This design comes from an exercise in tuning for small area, a short achievable clock period and few clock cycles on the open sky130 flow, not from production work.

==> inputs of nickel <==
==> flow/design.v (excerpt) <==
module Cfu (
  input               cmd_valid,
  output              cmd_ready,
  input      [9:0]    cmd_payload_function_id,
  input      [31:0]   cmd_payload_inputs_0,
  input      [31:0]   cmd_payload_inputs_1,
  output              rsp_valid,
  input               rsp_ready,
  output     [31:0]   rsp_payload_outputs_0,
  input               reset,
  input               clk
);
export LEC_CHECK = 0
export CAP_MARGIN = 20
export CORE_MARGIN = 2
export CORE_UTILIZATION = 40
export SETUP_SLACK_MARGIN = 1.5
export SLEW_MARGIN = 20
export SYNTH_HIERARCHICAL = 1
export SYNTH_MINIMUM_KEEP_SIZE = 0
create_clock -name core_clock -period 13.5 [get_ports {clk}]
standard.sh (not shown) runs the stock make flow with config.mk's settings and CLKGATE_MAP_FILE= SYNTH_SCRIPT=/design/flow/synth_recipe.tcl, a recipe that flattens the netlist after the stock synthesis.
==> flow/flow/run.sh <==
#!/bin/bash
# Standard layout, with the port buffers made from sky130_fd_sc_hd__buf_2 cells instead of
# the delay cells the flow picks by default.  make's output goes to
# standard.log; each tool's own log is under orfs/logs/.
set -euo pipefail
export BUFFER_PORTS_ARGS="-buffer_cell sky130_fd_sc_hd__buf_2"
bash standard.sh > standard.log 2>&1
==> xenon: changes against nickel <==
--- a/flow/design.v
+++ b/flow/design.v
@@ -25,22 +25,16 @@
 endmodule
 module A21OI (input a, input b, input c, output y);
 assign y = ~(a & b | c);
 endmodule
 module O21AI (input a, input b, input c, output y);
 assign y = ~((a | b) & c);
 endmodule
-module HAN (
-  input  a,
-  input  b,
-  output s,
-  output co
-);
-assign s  = ~(a ^ b);
-assign co = a | b;
+module OR2 (input a, input b, output y);
+assign y = a | b;
 endmodule
 module HAP (
   input  a,
   input  b,
   output s,
   output co
 );
@@ -330,15 +324,16 @@
 wire c134;
 FA fa134 (.a(p85), .b(p98), .ci(p101), .s(s133), .co(c134));
 wire s135;
 wire c136;
 FA fa136 (.a(p114), .b(p117), .ci(c130), .s(s135), .co(c136));
 wire s137;
 wire c138;
-HAN ha138 (.a(s131), .b(s133), .s(s137), .co(c138));
+XNOR2 hx138 (.a(s131), .b(s133), .y(s137));
+OR2 ho138 (.a(s131), .b(s133), .y(c138));
 wire s139;
 wire c140;
 FA fa140 (.a(p67), .b(p70), .ci(p73), .s(s139), .co(c140));
 wire s141;
 wire c142;
 FA fa142 (.a(p83), .b(p86), .ci(p89), .s(s141), .co(c142));
 wire s143;
@@ -462,15 +457,16 @@
 wire c222;
 FA fa222 (.a(s217), .b(c206), .ci(c208), .s(s221), .co(c222));
 wire s223;
 wire c224;
 FA fa224 (.a(s219), .b(c210), .ci(s221), .s(s223), .co(c224));
 wire s225;
 wire c226;
-HAN ha226 (.a(c212), .b(s223), .s(s225), .co(c226));
+XNOR2 hx226 (.a(c212), .b(s223), .y(s225));
+OR2 ho226 (.a(c212), .b(s223), .y(c226));
 wire s227;
 wire c228;
 FA fa228 (.a(c216), .b(c218), .ci(c220), .s(s227), .co(c228));
 wire s229;
 wire c230;
 FA fa230 (.a(c222), .b(s227), .ci(c224), .s(s229), .co(c230));
 wire h231;
@@ -836,15 +832,16 @@
 wire c415;
 FA fa415 (.a(ag390), .b(c403), .ci(s410), .s(s414), .co(c415));
 wire s416;
 wire c417;
 FA fa417 (.a(h236), .b(h238), .ci(c405), .s(s416), .co(c417));
 wire s418;
 wire c419;
-HAN ha419 (.a(s412), .b(s414), .s(s418), .co(c419));
+XNOR2 hx419 (.a(s412), .b(s414), .y(s418));
+OR2 ho419 (.a(s412), .b(s414), .y(c419));
 wire s420;
 wire c421;
 FA fa421 (.a(p3), .b(p6), .ci(p9), .s(s420), .co(c421));
 wire s422;
 wire c423;
 FA fa423 (.a(p19), .b(p22), .ci(p25), .s(s422), .co(c423));
 wire s424;
@@ -869,15 +866,16 @@
 wire c437;
 FA fa437 (.a(h240), .b(s432), .ci(c415), .s(s436), .co(c437));
 wire s438;
 wire c439;
 FA fa439 (.a(c417), .b(h242), .ci(s434), .s(s438), .co(c439));
 wire s440;
 wire c441;
-HAN ha441 (.a(c419), .b(s436), .s(s440), .co(c441));
+XNOR2 hx441 (.a(c419), .b(s436), .y(s440));
+OR2 ho441 (.a(c419), .b(s436), .y(c441));
 wire s442;
 wire c443;
 FA fa443 (.a(p4), .b(p7), .ci(p10), .s(s442), .co(c443));
 wire s444;
 wire c445;
 FA fa445 (.a(p13), .b(p20), .ci(p23), .s(s444), .co(c445));
 wire s446;
@@ -1340,15 +1338,16 @@
 wire c751;
 FA fa751 (.a(c701), .b(s746), .ci(c703), .s(s750), .co(c751));
 wire s752;
 wire c753;
 FA fa753 (.a(s748), .b(c705), .ci(s750), .s(s752), .co(c753));
 wire s754;
 wire c755;
-HAN ha755 (.a(c707), .b(s752), .s(s754), .co(c755));
+XNOR2 hx755 (.a(c707), .b(s752), .y(s754));
+OR2 ho755 (.a(c707), .b(s752), .y(c755));
 wire s756;
 wire c757;
 FA fa757 (.a(p382), .b(p383), .ci(p384), .s(s756), .co(c757));
 wire s758;
 wire c759;
 FA fa759 (.a(p385), .b(p386), .ci(p387), .s(s758), .co(c759));
 wire s760;
@@ -1442,24 +1441,27 @@
 wire c819;
 FA fa819 (.a(c813), .b(s816), .ci(c815), .s(s818), .co(c819));
 wire s820;
 wire c821;
 FA fa821 (.a(~acc[15]), .b(h253), .ci(h255), .s(s820), .co(c821));
 wire s822;
 wire c823;
-HAN ha823 (.a(c817), .b(s820), .s(s822), .co(c823));
+XNOR2 hx823 (.a(c817), .b(s820), .y(s822));
+OR2 ho823 (.a(c817), .b(s820), .y(c823));
 wire s824;
 wire c825;
 FA fa825 (.a(~acc[16]), .b(h257), .ci(h259), .s(s824), .co(c825));
 wire s826;
 wire c827;
-HAN ha827 (.a(c821), .b(s824), .s(s826), .co(c827));
+XNOR2 hx827 (.a(c821), .b(s824), .y(s826));
+OR2 ho827 (.a(c821), .b(s824), .y(c827));
 wire s828;
 wire c829;
-HAN ha829 (.a(~acc[17]), .b(c825), .s(s828), .co(c829));
+XNOR2 hx829 (.a(~acc[17]), .b(c825), .y(s828));
+OR2 ho829 (.a(~acc[17]), .b(c825), .y(c829));
 wire g830;
 assign g830 = ~(s402 | s404);
 wire q831;
 assign q831 = s402 ^ s404;
 wire g832;
 assign g832 = ~(s416 | s418);
 wire q833;
@@ -1897,44 +1899,15 @@
 wire k1049;
 XOR2 u1049 (.a(k931), .b(k1029), .y(k1049));
 wire ck1050;
 assign ck1050 = k1030;
 wire [18:0] lo = {k1049, k1048, k1047, k1046, k1045, k1044, k1043, k1042, k1041, k1040, k1039, k1038, k1037, k1036, k1035, k1034, k1033, k1032, S1031};
 wire [12:0] inc = acc[31:19] + 1'b1;
 wire [31:0] sum = {ck1050 ? inc : acc[31:19], lo};
-wire [12:0] hi1 = op3 ? inc : acc[31:19] & {13{keep}};
-wire [12:0] hi0 = acc[31:19] & {13{keep | op3}};
-wire k1051;
-MUX2 u1051 (.a(hi1[0]), .b(hi0[0]), .c(ck1050), .y(k1051));
-wire k1052;
-MUX2 u1052 (.a(hi1[1]), .b(hi0[1]), .c(ck1050), .y(k1052));
-wire k1053;
-MUX2 u1053 (.a(hi1[2]), .b(hi0[2]), .c(ck1050), .y(k1053));
-wire k1054;
-MUX2 u1054 (.a(hi1[3]), .b(hi0[3]), .c(ck1050), .y(k1054));
-wire k1055;
-MUX2 u1055 (.a(hi1[4]), .b(hi0[4]), .c(ck1050), .y(k1055));
-wire k1056;
-MUX2 u1056 (.a(hi1[5]), .b(hi0[5]), .c(ck1050), .y(k1056));
-wire k1057;
-MUX2 u1057 (.a(hi1[6]), .b(hi0[6]), .c(ck1050), .y(k1057));
-wire k1058;
-MUX2 u1058 (.a(hi1[7]), .b(hi0[7]), .c(ck1050), .y(k1058));
-wire k1059;
-MUX2 u1059 (.a(hi1[8]), .b(hi0[8]), .c(ck1050), .y(k1059));
-wire k1060;
-MUX2 u1060 (.a(hi1[9]), .b(hi0[9]), .c(ck1050), .y(k1060));
-wire k1061;
-MUX2 u1061 (.a(hi1[10]), .b(hi0[10]), .c(ck1050), .y(k1061));
-wire k1062;
-MUX2 u1062 (.a(hi1[11]), .b(hi0[11]), .c(ck1050), .y(k1062));
-wire k1063;
-MUX2 u1063 (.a(hi1[12]), .b(hi0[12]), .c(ck1050), .y(k1063));
-wire [12:0] hi = {k1063, k1062, k1061, k1060, k1059, k1058, k1057, k1056, k1055, k1054, k1053, k1052, k1051};
-wire [31:0] rspv = {hi, lo & {19{op3}} | acc[18:0] & {19{keep}}};
+wire [31:0] rspv = {(op3 & ck1050) ? inc : acc[31:19] & {13{keep | op3}}, lo & {19{op3}} | acc[18:0] & {19{keep}}};
 assign psum = sum[10:0];
 assign rsp = rspv;
 endmodule
 module Cfu (
   input               cmd_valid,
   output              cmd_ready,
   input      [9:0]    cmd_payload_function_id,
==> sierra: changes against nickel <==
--- a/flow/design.v
+++ b/flow/design.v
@@ -34,26 +34,14 @@
   input  b,
   output s,
   output co
 );
 assign s  = ~(a ^ b);
 assign co = a | b;
 endmodule
-module HAP (
-  input  a,
-  input  b,
-  output s,
-  output co
-);
-assign s  = a ^ b;
-assign co = a & b;
-endmodule
-module MUX2 (input a, input b, input c, output y);
-assign y = c ? a : b;
-endmodule
 module Bitblade (
   input         sel8,    
   input         op3,     
   input  [31:0] in_a,
   input  [31:0] in_b,
   input  [31:0] acc,     
   input         ldu,     
@@ -1897,44 +1885,15 @@
 wire k1049;
 XOR2 u1049 (.a(k931), .b(k1029), .y(k1049));
 wire ck1050;
 assign ck1050 = k1030;
 wire [18:0] lo = {k1049, k1048, k1047, k1046, k1045, k1044, k1043, k1042, k1041, k1040, k1039, k1038, k1037, k1036, k1035, k1034, k1033, k1032, S1031};
 wire [12:0] inc = acc[31:19] + 1'b1;
 wire [31:0] sum = {ck1050 ? inc : acc[31:19], lo};
-wire [12:0] hi1 = op3 ? inc : acc[31:19] & {13{keep}};
-wire [12:0] hi0 = acc[31:19] & {13{keep | op3}};
-wire k1051;
-MUX2 u1051 (.a(hi1[0]), .b(hi0[0]), .c(ck1050), .y(k1051));
-wire k1052;
-MUX2 u1052 (.a(hi1[1]), .b(hi0[1]), .c(ck1050), .y(k1052));
-wire k1053;
-MUX2 u1053 (.a(hi1[2]), .b(hi0[2]), .c(ck1050), .y(k1053));
-wire k1054;
-MUX2 u1054 (.a(hi1[3]), .b(hi0[3]), .c(ck1050), .y(k1054));
-wire k1055;
-MUX2 u1055 (.a(hi1[4]), .b(hi0[4]), .c(ck1050), .y(k1055));
-wire k1056;
-MUX2 u1056 (.a(hi1[5]), .b(hi0[5]), .c(ck1050), .y(k1056));
-wire k1057;
-MUX2 u1057 (.a(hi1[6]), .b(hi0[6]), .c(ck1050), .y(k1057));
-wire k1058;
-MUX2 u1058 (.a(hi1[7]), .b(hi0[7]), .c(ck1050), .y(k1058));
-wire k1059;
-MUX2 u1059 (.a(hi1[8]), .b(hi0[8]), .c(ck1050), .y(k1059));
-wire k1060;
-MUX2 u1060 (.a(hi1[9]), .b(hi0[9]), .c(ck1050), .y(k1060));
-wire k1061;
-MUX2 u1061 (.a(hi1[10]), .b(hi0[10]), .c(ck1050), .y(k1061));
-wire k1062;
-MUX2 u1062 (.a(hi1[11]), .b(hi0[11]), .c(ck1050), .y(k1062));
-wire k1063;
-MUX2 u1063 (.a(hi1[12]), .b(hi0[12]), .c(ck1050), .y(k1063));
-wire [12:0] hi = {k1063, k1062, k1061, k1060, k1059, k1058, k1057, k1056, k1055, k1054, k1053, k1052, k1051};
-wire [31:0] rspv = {hi, lo & {19{op3}} | acc[18:0] & {19{keep}}};
+wire [31:0] rspv = {(op3 & ck1050) ? inc : acc[31:19] & {13{keep | op3}}, lo & {19{op3}} | acc[18:0] & {19{keep}}};
 assign psum = sum[10:0];
 assign rsp = rspv;
 endmodule
 module Cfu (
   input               cmd_valid,
   output              cmd_ready,
   input      [9:0]    cmd_payload_function_id,
==> fjord: changes against nickel <==
--- a/flow/design.v
+++ b/flow/design.v
@@ -25,22 +25,16 @@
 endmodule
 module A21OI (input a, input b, input c, output y);
 assign y = ~(a & b | c);
 endmodule
 module O21AI (input a, input b, input c, output y);
 assign y = ~((a | b) & c);
 endmodule
-module HAN (
-  input  a,
-  input  b,
-  output s,
-  output co
-);
-assign s  = ~(a ^ b);
-assign co = a | b;
+module OR2 (input a, input b, output y);
+assign y = a | b;
 endmodule
 module HAP (
   input  a,
   input  b,
   output s,
   output co
 );
@@ -330,15 +324,16 @@
 wire c134;
 FA fa134 (.a(p85), .b(p98), .ci(p101), .s(s133), .co(c134));
 wire s135;
 wire c136;
 FA fa136 (.a(p114), .b(p117), .ci(c130), .s(s135), .co(c136));
 wire s137;
 wire c138;
-HAN ha138 (.a(s131), .b(s133), .s(s137), .co(c138));
+XNOR2 hx138 (.a(s131), .b(s133), .y(s137));
+OR2 ho138 (.a(s131), .b(s133), .y(c138));
 wire s139;
 wire c140;
 FA fa140 (.a(p67), .b(p70), .ci(p73), .s(s139), .co(c140));
 wire s141;
 wire c142;
 FA fa142 (.a(p83), .b(p86), .ci(p89), .s(s141), .co(c142));
 wire s143;
@@ -462,15 +457,16 @@
 wire c222;
 FA fa222 (.a(s217), .b(c206), .ci(c208), .s(s221), .co(c222));
 wire s223;
 wire c224;
 FA fa224 (.a(s219), .b(c210), .ci(s221), .s(s223), .co(c224));
 wire s225;
 wire c226;
-HAN ha226 (.a(c212), .b(s223), .s(s225), .co(c226));
+XNOR2 hx226 (.a(c212), .b(s223), .y(s225));
+OR2 ho226 (.a(c212), .b(s223), .y(c226));
 wire s227;
 wire c228;
 FA fa228 (.a(c216), .b(c218), .ci(c220), .s(s227), .co(c228));
 wire s229;
 wire c230;
 FA fa230 (.a(c222), .b(s227), .ci(c224), .s(s229), .co(c230));
 wire h231;
@@ -836,15 +832,16 @@
 wire c415;
 FA fa415 (.a(ag390), .b(c403), .ci(s410), .s(s414), .co(c415));
 wire s416;
 wire c417;
 FA fa417 (.a(h236), .b(h238), .ci(c405), .s(s416), .co(c417));
 wire s418;
 wire c419;
-HAN ha419 (.a(s412), .b(s414), .s(s418), .co(c419));
+XNOR2 hx419 (.a(s412), .b(s414), .y(s418));
+OR2 ho419 (.a(s412), .b(s414), .y(c419));
 wire s420;
 wire c421;
 FA fa421 (.a(p3), .b(p6), .ci(p9), .s(s420), .co(c421));
 wire s422;
 wire c423;
 FA fa423 (.a(p19), .b(p22), .ci(p25), .s(s422), .co(c423));
 wire s424;
@@ -869,15 +866,16 @@
 wire c437;
 FA fa437 (.a(h240), .b(s432), .ci(c415), .s(s436), .co(c437));
 wire s438;
 wire c439;
 FA fa439 (.a(c417), .b(h242), .ci(s434), .s(s438), .co(c439));
 wire s440;
 wire c441;
-HAN ha441 (.a(c419), .b(s436), .s(s440), .co(c441));
+XNOR2 hx441 (.a(c419), .b(s436), .y(s440));
+OR2 ho441 (.a(c419), .b(s436), .y(c441));
 wire s442;
 wire c443;
 FA fa443 (.a(p4), .b(p7), .ci(p10), .s(s442), .co(c443));
 wire s444;
 wire c445;
 FA fa445 (.a(p13), .b(p20), .ci(p23), .s(s444), .co(c445));
 wire s446;
@@ -1340,15 +1338,16 @@
 wire c751;
 FA fa751 (.a(c701), .b(s746), .ci(c703), .s(s750), .co(c751));
 wire s752;
 wire c753;
 FA fa753 (.a(s748), .b(c705), .ci(s750), .s(s752), .co(c753));
 wire s754;
 wire c755;
-HAN ha755 (.a(c707), .b(s752), .s(s754), .co(c755));
+XNOR2 hx755 (.a(c707), .b(s752), .y(s754));
+OR2 ho755 (.a(c707), .b(s752), .y(c755));
 wire s756;
 wire c757;
 FA fa757 (.a(p382), .b(p383), .ci(p384), .s(s756), .co(c757));
 wire s758;
 wire c759;
 FA fa759 (.a(p385), .b(p386), .ci(p387), .s(s758), .co(c759));
 wire s760;
@@ -1442,24 +1441,27 @@
 wire c819;
 FA fa819 (.a(c813), .b(s816), .ci(c815), .s(s818), .co(c819));
 wire s820;
 wire c821;
 FA fa821 (.a(~acc[15]), .b(h253), .ci(h255), .s(s820), .co(c821));
 wire s822;
 wire c823;
-HAN ha823 (.a(c817), .b(s820), .s(s822), .co(c823));
+XNOR2 hx823 (.a(c817), .b(s820), .y(s822));
+OR2 ho823 (.a(c817), .b(s820), .y(c823));
 wire s824;
 wire c825;
 FA fa825 (.a(~acc[16]), .b(h257), .ci(h259), .s(s824), .co(c825));
 wire s826;
 wire c827;
-HAN ha827 (.a(c821), .b(s824), .s(s826), .co(c827));
+XNOR2 hx827 (.a(c821), .b(s824), .y(s826));
+OR2 ho827 (.a(c821), .b(s824), .y(c827));
 wire s828;
 wire c829;
-HAN ha829 (.a(~acc[17]), .b(c825), .s(s828), .co(c829));
+XNOR2 hx829 (.a(~acc[17]), .b(c825), .y(s828));
+OR2 ho829 (.a(~acc[17]), .b(c825), .y(c829));
 wire g830;
 assign g830 = ~(s402 | s404);
 wire q831;
 assign q831 = s402 ^ s404;
 wire g832;
 assign g832 = ~(s416 | s418);
 wire q833;
@@ -1900,40 +1902,44 @@
 assign ck1050 = k1030;
 wire [18:0] lo = {k1049, k1048, k1047, k1046, k1045, k1044, k1043, k1042, k1041, k1040, k1039, k1038, k1037, k1036, k1035, k1034, k1033, k1032, S1031};
 wire [12:0] inc = acc[31:19] + 1'b1;
 wire [31:0] sum = {ck1050 ? inc : acc[31:19], lo};
 wire [12:0] hi1 = op3 ? inc : acc[31:19] & {13{keep}};
 wire [12:0] hi0 = acc[31:19] & {13{keep | op3}};
 wire k1051;
-MUX2 u1051 (.a(hi1[0]), .b(hi0[0]), .c(ck1050), .y(k1051));
+O21AI u1051 (.a(k1023), .b(k1007), .c(k1022), .y(k1051));
 wire k1052;
-MUX2 u1052 (.a(hi1[1]), .b(hi0[1]), .c(ck1050), .y(k1052));
+O21AI u1052 (.a(k1023), .b(k1007), .c(k1022), .y(k1052));
 wire k1053;
-MUX2 u1053 (.a(hi1[2]), .b(hi0[2]), .c(ck1050), .y(k1053));
+MUX2 u1053 (.a(hi1[0]), .b(hi0[0]), .c(k1030), .y(k1053));
 wire k1054;
-MUX2 u1054 (.a(hi1[3]), .b(hi0[3]), .c(ck1050), .y(k1054));
+MUX2 u1054 (.a(hi1[1]), .b(hi0[1]), .c(k1030), .y(k1054));
 wire k1055;
-MUX2 u1055 (.a(hi1[4]), .b(hi0[4]), .c(ck1050), .y(k1055));
+MUX2 u1055 (.a(hi1[2]), .b(hi0[2]), .c(k1030), .y(k1055));
 wire k1056;
-MUX2 u1056 (.a(hi1[5]), .b(hi0[5]), .c(ck1050), .y(k1056));
+MUX2 u1056 (.a(hi1[3]), .b(hi0[3]), .c(k1030), .y(k1056));
 wire k1057;
-MUX2 u1057 (.a(hi1[6]), .b(hi0[6]), .c(ck1050), .y(k1057));
+MUX2 u1057 (.a(hi1[4]), .b(hi0[4]), .c(k1030), .y(k1057));
 wire k1058;
-MUX2 u1058 (.a(hi1[7]), .b(hi0[7]), .c(ck1050), .y(k1058));
+MUX2 u1058 (.a(hi1[5]), .b(hi0[5]), .c(k1051), .y(k1058));
 wire k1059;
-MUX2 u1059 (.a(hi1[8]), .b(hi0[8]), .c(ck1050), .y(k1059));
+MUX2 u1059 (.a(hi1[6]), .b(hi0[6]), .c(k1051), .y(k1059));
 wire k1060;
-MUX2 u1060 (.a(hi1[9]), .b(hi0[9]), .c(ck1050), .y(k1060));
+MUX2 u1060 (.a(hi1[7]), .b(hi0[7]), .c(k1051), .y(k1060));
 wire k1061;
-MUX2 u1061 (.a(hi1[10]), .b(hi0[10]), .c(ck1050), .y(k1061));
+MUX2 u1061 (.a(hi1[8]), .b(hi0[8]), .c(k1051), .y(k1061));
 wire k1062;
-MUX2 u1062 (.a(hi1[11]), .b(hi0[11]), .c(ck1050), .y(k1062));
+MUX2 u1062 (.a(hi1[9]), .b(hi0[9]), .c(k1052), .y(k1062));
 wire k1063;
-MUX2 u1063 (.a(hi1[12]), .b(hi0[12]), .c(ck1050), .y(k1063));
-wire [12:0] hi = {k1063, k1062, k1061, k1060, k1059, k1058, k1057, k1056, k1055, k1054, k1053, k1052, k1051};
+MUX2 u1063 (.a(hi1[10]), .b(hi0[10]), .c(k1052), .y(k1063));
+wire k1064;
+MUX2 u1064 (.a(hi1[11]), .b(hi0[11]), .c(k1052), .y(k1064));
+wire k1065;
+MUX2 u1065 (.a(hi1[12]), .b(hi0[12]), .c(k1052), .y(k1065));
+wire [12:0] hi = {k1065, k1064, k1063, k1062, k1061, k1060, k1059, k1058, k1057, k1056, k1055, k1054, k1053};
 wire [31:0] rspv = {hi, lo & {19{op3}} | acc[18:0] & {19{keep}}};
 assign psum = sum[10:0];
 assign rsp = rspv;
 endmodule
 module Cfu (
   input               cmd_valid,
   output              cmd_ready,
==> notes <==
In xenon the non-clock buffer count is higher than in fjord, by 2. Of sierra and fjord, fjord has the higher fmax (gap about 1.1%, measured against fjord). Final area: xenon < sierra < fjord < nickel. In flip-flop and latch count, sierra and fjord do not differ. Synthesized area: xenon < sierra < fjord < nickel.
No run of this note included a check of the RTL's function; only the layout flow was run.

## afterwards: timing with drivers on the ports
The results above use ideal ports. As a check the final layouts listed here were re-extracted and re-timed, cells and wires unchanged. Step 1 (the two cells are an assumption about what drives the block):
set clk [get_ports {clk}]
set_driving_cell -lib_cell sky130_fd_sc_hd__clkbuf_16 $clk
set_driving_cell -lib_cell sky130_fd_sc_hd__buf_2 [delete_from_list [all_inputs] $clk]
Step 2 also shifts input and output timing later by t, the mid clock arrival at the registers, as if the neighbouring blocks saw the same clock. Slacks: ideal ports / drivers / drivers and shift; pairs: ideal ports / drivers.
run	t, ns	slack for setup (ns)	worst data-port slew with drivers (ns)	pins driven straight from the clock port
nickel	0.320	1.964 / 1.941 / 1.941	0.03	1
xenon	0.317	1.843 / 1.821 / 1.821	0.03	1
sierra	0.319	1.814 / 1.785 / 1.785	0.04	1
fjord	0.328	1.947 / 1.926 / 1.926	0.04	1
After both steps setup and hold are still met in every run listed. For sierra, which loses most, drivers alone change the setup slack by -0.029 ns; drivers and shift together by -0.029 ns.
